Background: an optimization exercise with open tools, aiming at small area, a short achievable clock period and few clock cycles. Do not read the settings as production practice. The RTL was checked by simulation tests, not by an equivalence proof against the original design. Power is estimated from default activity; no workload was simulated.

==> run a <==
==> flow/design.v (excerpt) <==
module cpu(
    input wire clk,
    input wire rst,
    output wire [31:0] instr_addr,
    input wire [31:0] instruction,
    output wire [31:0] data_addr,
    output wire [31:0] data_out,
    input wire [31:0] data_in,
    output wire mem_write,
    output wire mem_read
);
==> flow/config.mk <==
export PLATFORM = sky130hd
export DESIGN_NAME = cpu
export DESIGN_NICKNAME = cpu
export VERILOG_FILES = /design/flow/design.v
export SDC_FILE = /design/flow/constraint.sdc
export NUM_CORES = 4
export LEC_CHECK = 0
export CAP_MARGIN = 20
export CORE_MARGIN = 2
export CORE_UTILIZATION = 50
export CTS_CLUSTER_DIAMETER = 80
export CTS_CLUSTER_SIZE = 24
export SLEW_MARGIN = 20
==> flow/constraint.sdc <==
create_clock -name core_clock -period 12.0 [get_ports {clk}]
set_input_delay 2.4000 -clock core_clock [delete_from_list [all_inputs] [get_ports {clk}]]
set_output_delay 2.4000 -clock core_clock [all_outputs]
set_load 0.01 [all_outputs]
standard.sh (not shown) runs the stock make flow with config.mk's settings and CLKGATE_MAP_FILE= SYNTH_SCRIPT=/design/flow/synth_recipe.tcl, a recipe that flattens the netlist after the stock synthesis.
==> flow/flow/run.sh <==
#!/bin/bash
set -euo pipefail
MARGIN=$(cat flow/margin.txt)
bash standard.sh SETUP_SLACK_MARGIN=$MARGIN finish > standard_flow.log 2>&1
==> flow/flow/margin.txt <==
8.2
==> run b: changes against run a <==
CTS_CLUSTER_DIAMETER = 90   (was 80)
CTS_CLUSTER_SIZE = 27   (was 24)
==> run c: changes against run a <==
==> flow/flow/margin.txt (replaced) <==
8.35
==> impl_metrics.toml <==
[cells_and_area]
antenna_cells = 5
final_util_pct = 58.7
clkCellAreaFrac_pct = 3.29
stdcell_count = 7674
layout.area.seq_um2 = 38700

[routing]
wirelength_um = 332000

[status]
outcome = "complete, no violations"

[sta]
min_period_ns = 3.96
fmax_mhz = 253

[setup_path]
r2r_cells = 17

[power_and_ir_drop]
netSwitchingFraction_pct = 37.4
Source of the figures above: run c

==> impl_metrics.toml <==
[cells_and_area]
final_util_pct = 56.8
layout.area.seq_um2 = 38700
antenna_cells = 3
stdcell_count = 7559

[synth]
synth_top_family_by_area = "compound AO/OA/AOI/OAI gates"
synth_xor_area_share_pct = 2.12

[power_and_ir_drop]
netSwitchingFraction_pct = 37.5

[sta]
fmax_mhz = 249

[routing]
wirelength_um = 329000

[status]
outcome = "complete, no violations"

[setup_path]
cp-endpoint = "pc[13]"
Source of the figures above: run b

==> impl_metrics.toml <==
[cells_and_area]
largest_reg_flops = 992
clkCellAreaFrac_pct = 3.50
stdcell_count = 7595
layout.area.seq_um2 = 38700

[sta]
slew_headroom_pct = 14.3
finalSetupViolations = 0
min_period_ns = 4.03
fmax_mhz = 248

[power_and_ir_drop]
powerDensity_nw_per_um2 = 184
netSwitchingFraction_pct = 37.4
ir_worst_vdd_mv = 0.130

[setup_path]
r2r_cells = 16

[status]
outcome = "complete, no violations"
Source of the figures above: run a

Testbench counts of run a, summed over its fixed seeds: cycles 46,579.
Testbench counts of run b, summed over its fixed seeds: cycles 46,579.
Testbench counts of run c, summed over its fixed seeds: cycles 46,579.

---

==> 10-03 <==
cpu, a different RTL version from the one above (not shown whole).
## cpu
module cpu(
    input wire clk,
    input wire rst,
    output wire [31:0] instr_addr,
    input wire [31:0] instruction,
    output wire [31:0] data_addr,
    output wire [31:0] data_out,
    input wire [31:0] data_in,
    output wire mem_write,
    output wire mem_read
);
==> flow/config.mk <==
export PLATFORM = sky130hd
export DESIGN_NAME = cpu
export DESIGN_NICKNAME = cpu
export VERILOG_FILES = /design/flow/design.v
export SDC_FILE = /design/flow/constraint.sdc
export NUM_CORES = 4
export LEC_CHECK = 0
export CAP_MARGIN = 20
export CORE_MARGIN = 2
export CORE_UTILIZATION = 40
export CTS_CLUSTER_DIAMETER = 100
export CTS_CLUSTER_SIZE = 30
export SLEW_MARGIN = 20
==> flow/constraint.sdc <==
create_clock -name core_clock -period 12.0 [get_ports {clk}]
set_input_delay 2.4000 -clock core_clock [delete_from_list [all_inputs] [get_ports {clk}]]
set_output_delay 2.4000 -clock core_clock [all_outputs]
set_load 0.01 [all_outputs]
==> flow/flow/margin.txt <==
8.0
Scripts as last shown in full above: flow/flow/run.sh
==> inputs of 11-21, as changes to 10-03 <==
--- a/flow/design.v
+++ b/flow/design.v
@@ -112,12 +112,13 @@
     output wire mem_read
 );
     reg  [31:2] pc;
     reg  [15:0] bht;             
     reg         ifid_valid;
     reg         ifid_pred;       
+    reg         ifid_br, ifid_jal;   
     reg  [31:0] ifid_instr;
     reg  [31:2] ifid_pc;
     reg         idex_valid;
     reg         idex_we;         
     reg         idex_load;
     reg         idex_store;
@@ -170,13 +171,13 @@
     wire writes   = ~(is_br | is_store) & (rd != 5'd0);
     wire [31:0] imm_i = {{20{ins[31]}}, ins[31:20]};
     wire [31:0] imm_s = {{20{ins[31]}}, ins[31:25], ins[11:7]};
     wire [31:0] imm_b = {{19{ins[31]}}, ins[31], ins[7], ins[30:25], ins[11:8], 1'b0};
     wire [31:0] imm_u = {ins[31:12], 12'b0};
     wire [31:0] imm_j = {{11{ins[31]}}, ins[31], ins[19:12], ins[20], ins[30:21], 1'b0};
-    wire [31:0] imm_pc = is_br ? imm_b : (is_jal ? imm_j : imm_u);
+    wire [31:0] imm_pc = ifid_br ? imm_b : (ifid_jal ? imm_j : imm_u);
     wire [31:2] pc_rel_w, pc_4, pc_4_unused;
     wire        pc_rel_co;
     ks_add #(30) pc_rel_add(.x(ifid_pc), .y(imm_pc[31:2]), .cin(1'b0),
                             .sum(pc_rel_w), .cout(pc_rel_co));
     wire [31:0] pc_rel = {pc_rel_w, 2'b00};
     incdec #(30) pc_4_inc(.x(ifid_pc), .inc(pc_4), .dec(pc_4_unused));   
@@ -194,53 +195,62 @@
                  ((uses_rs1 & hit1) | ((is_op | is_br) & hit2));
     wire [31:0] result;           
     wire ex_redirect;
     wire ex_skip;
     wire [31:2] ex_target;
     wire id_go   = ifid_valid & ~stall & ~ex_redirect & ~ex_skip;
+    wire [7:0] id_off = is_jal ? ins[29:22] : {ins[29:25], ins[11:9]};
+    wire [7:0] id_lo_unused;
+    wire       id_c;
+    ks_add #(8) id_lo_add(.x(ifid_pc[9:2]), .y(id_off), .cin(1'b0),
+                          .sum(id_lo_unused), .cout(id_c));
+    wire id_redirect = id_go & ifid_pred & (id_c ^ ins[31]);
     wire [31:0] fi = instruction;
     wire f_s    = fi[31];                            
     wire f_jal  = fi[6] & fi[3];
     wire f_br   = fi[6] & ~fi[2];
     wire f_small_j = ({fi[30], fi[20], fi[19:12]} == {10{f_s}});
     wire f_small_b = ({fi[30], fi[7]} == {2{f_s}});
     wire f_pred = (f_jal & f_small_j) |
                   (f_br & f_small_b & (f_s | bht[pc[5:2]]));
-    wire [7:0]  f_off_j = fi[29:22];
-    wire [7:0]  f_off_b = {fi[29:25], fi[11:9]};
-    wire [8:0]  lo_j, lo_b;
-    ks_add #(8) lo_j_add(.x(pc[9:2]), .y(f_off_j), .cin(1'b0), .sum(lo_j[7:0]), .cout(lo_j[8]));
-    ks_add #(8) lo_b_add(.x(pc[9:2]), .y(f_off_b), .cin(1'b0), .sum(lo_b[7:0]), .cout(lo_b[8]));
-    wire [8:0]  f_lo = f_jal ? lo_j : lo_b;
+    wire [7:0]  lo_j, lo_b;
+    wire        c_j_unused, c_b_unused;
+    ks_add #(8) lo_j_add(.x(pc[9:2]), .y(fi[29:22]), .cin(1'b0),
+                         .sum(lo_j), .cout(c_j_unused));
+    ks_add #(8) lo_b_add(.x(pc[9:2]), .y({fi[29:25], fi[11:9]}), .cin(1'b0),
+                         .sum(lo_b), .cout(c_b_unused));
+    wire [31:2] f_target = {pc[31:10], f_jal ? lo_j : lo_b};
     wire [31:10] hi_inc, hi_dec;
     incdec #(22) hi_incdec(.x(pc[31:10]), .inc(hi_inc), .dec(hi_dec));
     wire [9:2] lo_inc, lo_dec_unused;
     incdec #(8) lo_incdec(.x(pc[9:2]), .inc(lo_inc), .dec(lo_dec_unused));
     wire [31:2] pc_next_seq = {(&pc[9:2]) ? hi_inc : pc[31:10], lo_inc};
-    wire [31:10] f_hi = (f_s == f_lo[8]) ? pc[31:10] : (f_lo[8] ? hi_inc : hi_dec);
-    wire [31:2] f_target = {f_hi, f_lo[7:0]};
     assign instr_addr = {pc, 2'b00};
     always @(posedge clk or posedge rst) begin
         if (rst)
             pc <= 30'b0;
         else if (ex_redirect)
             pc <= ex_target;
+        else if (id_redirect)
+            pc <= {id_c ? hi_inc : hi_dec, pc[9:2]};
         else if (!stall)
             pc <= f_pred ? f_target : pc_next_seq;
     end
     always @(posedge clk or posedge rst) begin
         if (rst)
             ifid_valid <= 1'b0;
-        else if (ex_redirect)
+        else if (ex_redirect || id_redirect)
             ifid_valid <= 1'b0;
         else if (!stall)
             ifid_valid <= 1'b1;
     end
     always @(posedge clk) begin
         if (!stall) begin
             ifid_pred  <= f_pred;
+            ifid_br    <= f_br;
+            ifid_jal   <= f_jal;
             ifid_instr <= instruction;
             ifid_pc    <= pc;
         end
     end
     wire over1 = is_br & ~ifid_pred & (imm_b[11:0] == 12'd8) & ~f_pred;
     always @(posedge clk or posedge rst) begin
==> flow/config.mk (replaced) <==
export PLATFORM = sky130hd
export DESIGN_NAME = cpu
export DESIGN_NICKNAME = cpu
export VERILOG_FILES = /design/flow/design.v
export SDC_FILE = /design/flow/constraint.sdc
export NUM_CORES = 4
export LEC_CHECK = 0
export CAP_MARGIN = 20
export CORE_MARGIN = 2
export CORE_UTILIZATION = 50
export CTS_CLUSTER_DIAMETER = 80
export CTS_CLUSTER_SIZE = 24
export SLEW_MARGIN = 20
==> inputs of 07-11, as changes to 10-03 <==
--- a/flow/design.v
+++ b/flow/design.v
@@ -70,14 +70,16 @@
 module register_file(
     input  wire        clk,
     input  wire        rst,
     input  wire        we,
     input  wire [4:0]  wa,
     input  wire [31:0] wd,
-    input  wire [4:0]  ra1,
-    input  wire [4:0]  ra2,
+    input  wire [3:0]  ra1_hi,
+    input  wire [7:0]  ra1_lo,
+    input  wire [3:0]  ra2_hi,
+    input  wire [7:0]  ra2_lo,
     output reg  [31:0] rd1,
     output reg  [31:0] rd2
 );
     reg [31:0] regs [1:31];
     reg [31:1] valid;
     integer i;
@@ -92,14 +94,14 @@
             regs[wa] <= wd;
     end
     always @(*) begin
         rd1 = 32'b0;
         rd2 = 32'b0;
         for (i = 1; i < 32; i = i + 1) begin
-            rd1 = rd1 | ({32{valid[i] && ra1 == i}} & regs[i]);
-            rd2 = rd2 | ({32{valid[i] && ra2 == i}} & regs[i]);
+            rd1 = rd1 | ({32{valid[i] & ra1_hi[i/8] & ra1_lo[i%8]}} & regs[i]);
+            rd2 = rd2 | ({32{valid[i] & ra2_hi[i/8] & ra2_lo[i%8]}} & regs[i]);
         end
     end
 endmodule
 module cpu(
     input wire clk,
     input wire rst,
@@ -112,12 +114,15 @@
     output wire mem_read
 );
     reg  [31:2] pc;
     reg  [15:0] bht;             
     reg         ifid_valid;
     reg         ifid_pred;       
+    reg         ifid_br, ifid_jal;   
+    reg  [3:0]  ifid_r1_hi, ifid_r2_hi;  
+    reg  [7:0]  ifid_r1_lo, ifid_r2_lo;
     reg  [31:0] ifid_instr;
     reg  [31:2] ifid_pc;
     reg         idex_valid;
     reg         idex_we;         
     reg         idex_load;
     reg         idex_store;
@@ -170,77 +175,91 @@
     wire writes   = ~(is_br | is_store) & (rd != 5'd0);
     wire [31:0] imm_i = {{20{ins[31]}}, ins[31:20]};
     wire [31:0] imm_s = {{20{ins[31]}}, ins[31:25], ins[11:7]};
     wire [31:0] imm_b = {{19{ins[31]}}, ins[31], ins[7], ins[30:25], ins[11:8], 1'b0};
     wire [31:0] imm_u = {ins[31:12], 12'b0};
     wire [31:0] imm_j = {{11{ins[31]}}, ins[31], ins[19:12], ins[20], ins[30:21], 1'b0};
-    wire [31:0] imm_pc = is_br ? imm_b : (is_jal ? imm_j : imm_u);
+    wire [31:0] imm_pc = ifid_br ? imm_b : (ifid_jal ? imm_j : imm_u);
     wire [31:2] pc_rel_w, pc_4, pc_4_unused;
     wire        pc_rel_co;
     ks_add #(30) pc_rel_add(.x(ifid_pc), .y(imm_pc[31:2]), .cin(1'b0),
                             .sum(pc_rel_w), .cout(pc_rel_co));
     wire [31:0] pc_rel = {pc_rel_w, 2'b00};
     incdec #(30) pc_4_inc(.x(ifid_pc), .inc(pc_4), .dec(pc_4_unused));   
     wire [31:0] rf1, rf2;
     register_file registers(
         .clk(clk), .rst(rst),
         .we(exmem_we), .wa(exmem_rd), .wd(wb_data),
-        .ra1(rs1), .ra2(rs2), .rd1(rf1), .rd2(rf2)
+        .ra1_hi(ifid_r1_hi), .ra1_lo(ifid_r1_lo),
+        .ra2_hi(ifid_r2_hi), .ra2_lo(ifid_r2_lo), .rd1(rf1), .rd2(rf2)
     );
     wire [31:0] rs1_val = (exmem_we && exmem_rd == rs1) ? wb_data : rf1;
     wire [31:0] rs2_val = (exmem_we && exmem_rd == rs2) ? wb_data : rf2;
     wire hit1 = idex_valid & idex_we & (idex_rd == rs1);
     wire hit2 = idex_valid & idex_we & (idex_rd == rs2);
     wire stall = ifid_valid & idex_load &
                  ((uses_rs1 & hit1) | ((is_op | is_br) & hit2));
     wire [31:0] result;           
     wire ex_redirect;
     wire ex_skip;
     wire [31:2] ex_target;
     wire id_go   = ifid_valid & ~stall & ~ex_redirect & ~ex_skip;
+    wire [7:0] id_off = is_jal ? ins[29:22] : {ins[29:25], ins[11:9]};
+    wire [7:0] id_lo_unused;
+    wire       id_c;
+    ks_add #(8) id_lo_add(.x(ifid_pc[9:2]), .y(id_off), .cin(1'b0),
+                          .sum(id_lo_unused), .cout(id_c));
+    wire id_redirect = id_go & ifid_pred & (id_c ^ ins[31]);
     wire [31:0] fi = instruction;
     wire f_s    = fi[31];                            
     wire f_jal  = fi[6] & fi[3];
     wire f_br   = fi[6] & ~fi[2];
     wire f_small_j = ({fi[30], fi[20], fi[19:12]} == {10{f_s}});
     wire f_small_b = ({fi[30], fi[7]} == {2{f_s}});
     wire f_pred = (f_jal & f_small_j) |
                   (f_br & f_small_b & (f_s | bht[pc[5:2]]));
-    wire [7:0]  f_off_j = fi[29:22];
-    wire [7:0]  f_off_b = {fi[29:25], fi[11:9]};
-    wire [8:0]  lo_j, lo_b;
-    ks_add #(8) lo_j_add(.x(pc[9:2]), .y(f_off_j), .cin(1'b0), .sum(lo_j[7:0]), .cout(lo_j[8]));
-    ks_add #(8) lo_b_add(.x(pc[9:2]), .y(f_off_b), .cin(1'b0), .sum(lo_b[7:0]), .cout(lo_b[8]));
-    wire [8:0]  f_lo = f_jal ? lo_j : lo_b;
+    wire [7:0]  lo_j, lo_b;
+    wire        c_j_unused, c_b_unused;
+    ks_add #(8) lo_j_add(.x(pc[9:2]), .y(fi[29:22]), .cin(1'b0),
+                         .sum(lo_j), .cout(c_j_unused));
+    ks_add #(8) lo_b_add(.x(pc[9:2]), .y({fi[29:25], fi[11:9]}), .cin(1'b0),
+                         .sum(lo_b), .cout(c_b_unused));
+    wire [31:2] f_target = {pc[31:10], f_jal ? lo_j : lo_b};
     wire [31:10] hi_inc, hi_dec;
     incdec #(22) hi_incdec(.x(pc[31:10]), .inc(hi_inc), .dec(hi_dec));
     wire [9:2] lo_inc, lo_dec_unused;
     incdec #(8) lo_incdec(.x(pc[9:2]), .inc(lo_inc), .dec(lo_dec_unused));
     wire [31:2] pc_next_seq = {(&pc[9:2]) ? hi_inc : pc[31:10], lo_inc};
-    wire [31:10] f_hi = (f_s == f_lo[8]) ? pc[31:10] : (f_lo[8] ? hi_inc : hi_dec);
-    wire [31:2] f_target = {f_hi, f_lo[7:0]};
     assign instr_addr = {pc, 2'b00};
     always @(posedge clk or posedge rst) begin
         if (rst)
             pc <= 30'b0;
         else if (ex_redirect)
             pc <= ex_target;
+        else if (id_redirect)
+            pc <= {id_c ? hi_inc : hi_dec, pc[9:2]};
         else if (!stall)
             pc <= f_pred ? f_target : pc_next_seq;
     end
     always @(posedge clk or posedge rst) begin
         if (rst)
             ifid_valid <= 1'b0;
-        else if (ex_redirect)
+        else if (ex_redirect || id_redirect)
             ifid_valid <= 1'b0;
         else if (!stall)
             ifid_valid <= 1'b1;
     end
     always @(posedge clk) begin
         if (!stall) begin
             ifid_pred  <= f_pred;
+            ifid_br    <= f_br;
+            ifid_r1_hi <= 4'b1 << fi[19:18];
+            ifid_r1_lo <= 8'b1 << fi[17:15];
+            ifid_r2_hi <= 4'b1 << fi[24:23];
+            ifid_r2_lo <= 8'b1 << fi[22:20];
+            ifid_jal   <= f_jal;
             ifid_instr <= instruction;
             ifid_pc    <= pc;
         end
     end
     wire over1 = is_br & ~ifid_pred & (imm_b[11:0] == 12'd8) & ~f_pred;
     always @(posedge clk or posedge rst) begin
==> flow/config.mk (replaced) <==
export PLATFORM = sky130hd
export DESIGN_NAME = cpu
export DESIGN_NICKNAME = cpu
export VERILOG_FILES = /design/flow/design.v
export SDC_FILE = /design/flow/constraint.sdc
export NUM_CORES = 4
export LEC_CHECK = 0
export CAP_MARGIN = 20
export CORE_MARGIN = 2
export CORE_UTILIZATION = 50
export CTS_CLUSTER_DIAMETER = 80
export CTS_CLUSTER_SIZE = 24
export SLEW_MARGIN = 20
==> comparison table <==
item	11-21	07-11	10-03
Outcome	no timing/DRC/antenna violations	no timing/DRC/antenna violations	no timing/DRC/antenna violations
Share of synthesized area occupied by flip-flops and latches	0.562	0.568	0.564
Fraction of standard cell area in multi-input logic	0.374	0.371	0.381
Critical Path Slowest Stage Cell	sky130_fd_sc_hd__and3_2	sky130_fd_sc_hd__o31ai_2	sky130_fd_sc_hd__or4_4
Routability Congestion	1.03	1.03	1.05
Fraction of power consumed by combinational cells	0.339	0.317	0.352
Share of flip-flops with an asynchronous set or reset	0.0667	0.0655	0.0668
Post-Place Cells	7256	7278	7664
Register share of the cell area	0.498	0.501	0.499
Count of clock-net buffers in the final layout	103	93	66
Sequential share of power	0.443	0.454	0.471
Adder-Cell Fraction of Synth Area	0.0370	0.0366	0.0360
DR iter-0 viols	13400	12600	13000
Filler cell count in the final layout	11100	11100	15100
Post-synthesis mux area share	0.0449	0.0477	0.0435
Met2 usage in global routing	0.667	0.662	0.554
Peak ir drop on the vdd network	0.160 mV	0.127 mV	0.151 mV
Overall die area	137000 um2	138000 um2	170000 um2
Reported net switching power	5.70 mW	5.28 mW	5.50 mW
Repair and plain buffers	447	460	455
Pre-CTS setup slack	6.32 ns	6.10 ns	5.97 ns
Htree depth	3	3	2
Final clock-cell share	0.0359	0.0361	0.0221
Floorplan Core Area	133000 um2	135000 um2	166000 um2
Sequential group power	6.53 mW	6.44 mW	6.58 mW
Testbench counts of 10-03, summed over its fixed seeds: cycles 46,517.
Testbench counts of 11-21, summed over its fixed seeds: cycles 46,579.
Testbench counts of 07-11, summed over its fixed seeds: cycles 46,579.

==> what the ideal ports hide <==
The results above use ideal ports. As a check the final layouts listed here were re-extracted and re-timed, cells and wires unchanged. Step 1 (the two cells are an assumption about what drives the block):
set clk [get_ports {clk}]
set_driving_cell -lib_cell sky130_fd_sc_hd__clkbuf_16 $clk
set_driving_cell -lib_cell sky130_fd_sc_hd__buf_2 [delete_from_list [all_inputs] $clk]
Step 2 also shifts input and output timing later by t, the mid clock arrival at the registers, as if the neighbouring blocks saw the same clock. Three values: ideal, step 1, step 2; two values: the first two.
run | t, ns | setup slack, ns | worst setup path at the end | slew at the worst register clock pin (ns)
run a | 0.817 | 7.974 / 7.974 / 7.288 | input to register | 0.10 / 0.10
run b | 0.819 | 7.990 / 7.990 / 7.278 | input to register | 0.11 / 0.11
run c | 0.830 | 8.045 / 8.045 / 7.328 | input to register | 0.11 / 0.11
10-03 | 0.856 | 7.601 / 7.655 / 6.799 | input to register | 0.12 / 0.12
11-21 | 0.813 | 7.890 / 7.890 / 7.201 | input to register | 0.11 / 0.11
07-11 | 0.805 | 7.859 / 7.859 / 7.207 | input to register | 0.11 / 0.11
After both steps every run listed still meets setup and hold. The setup slack of 10-03, which loses most, moves by +0.054 ns with the drivers and by -0.802 ns with both steps.
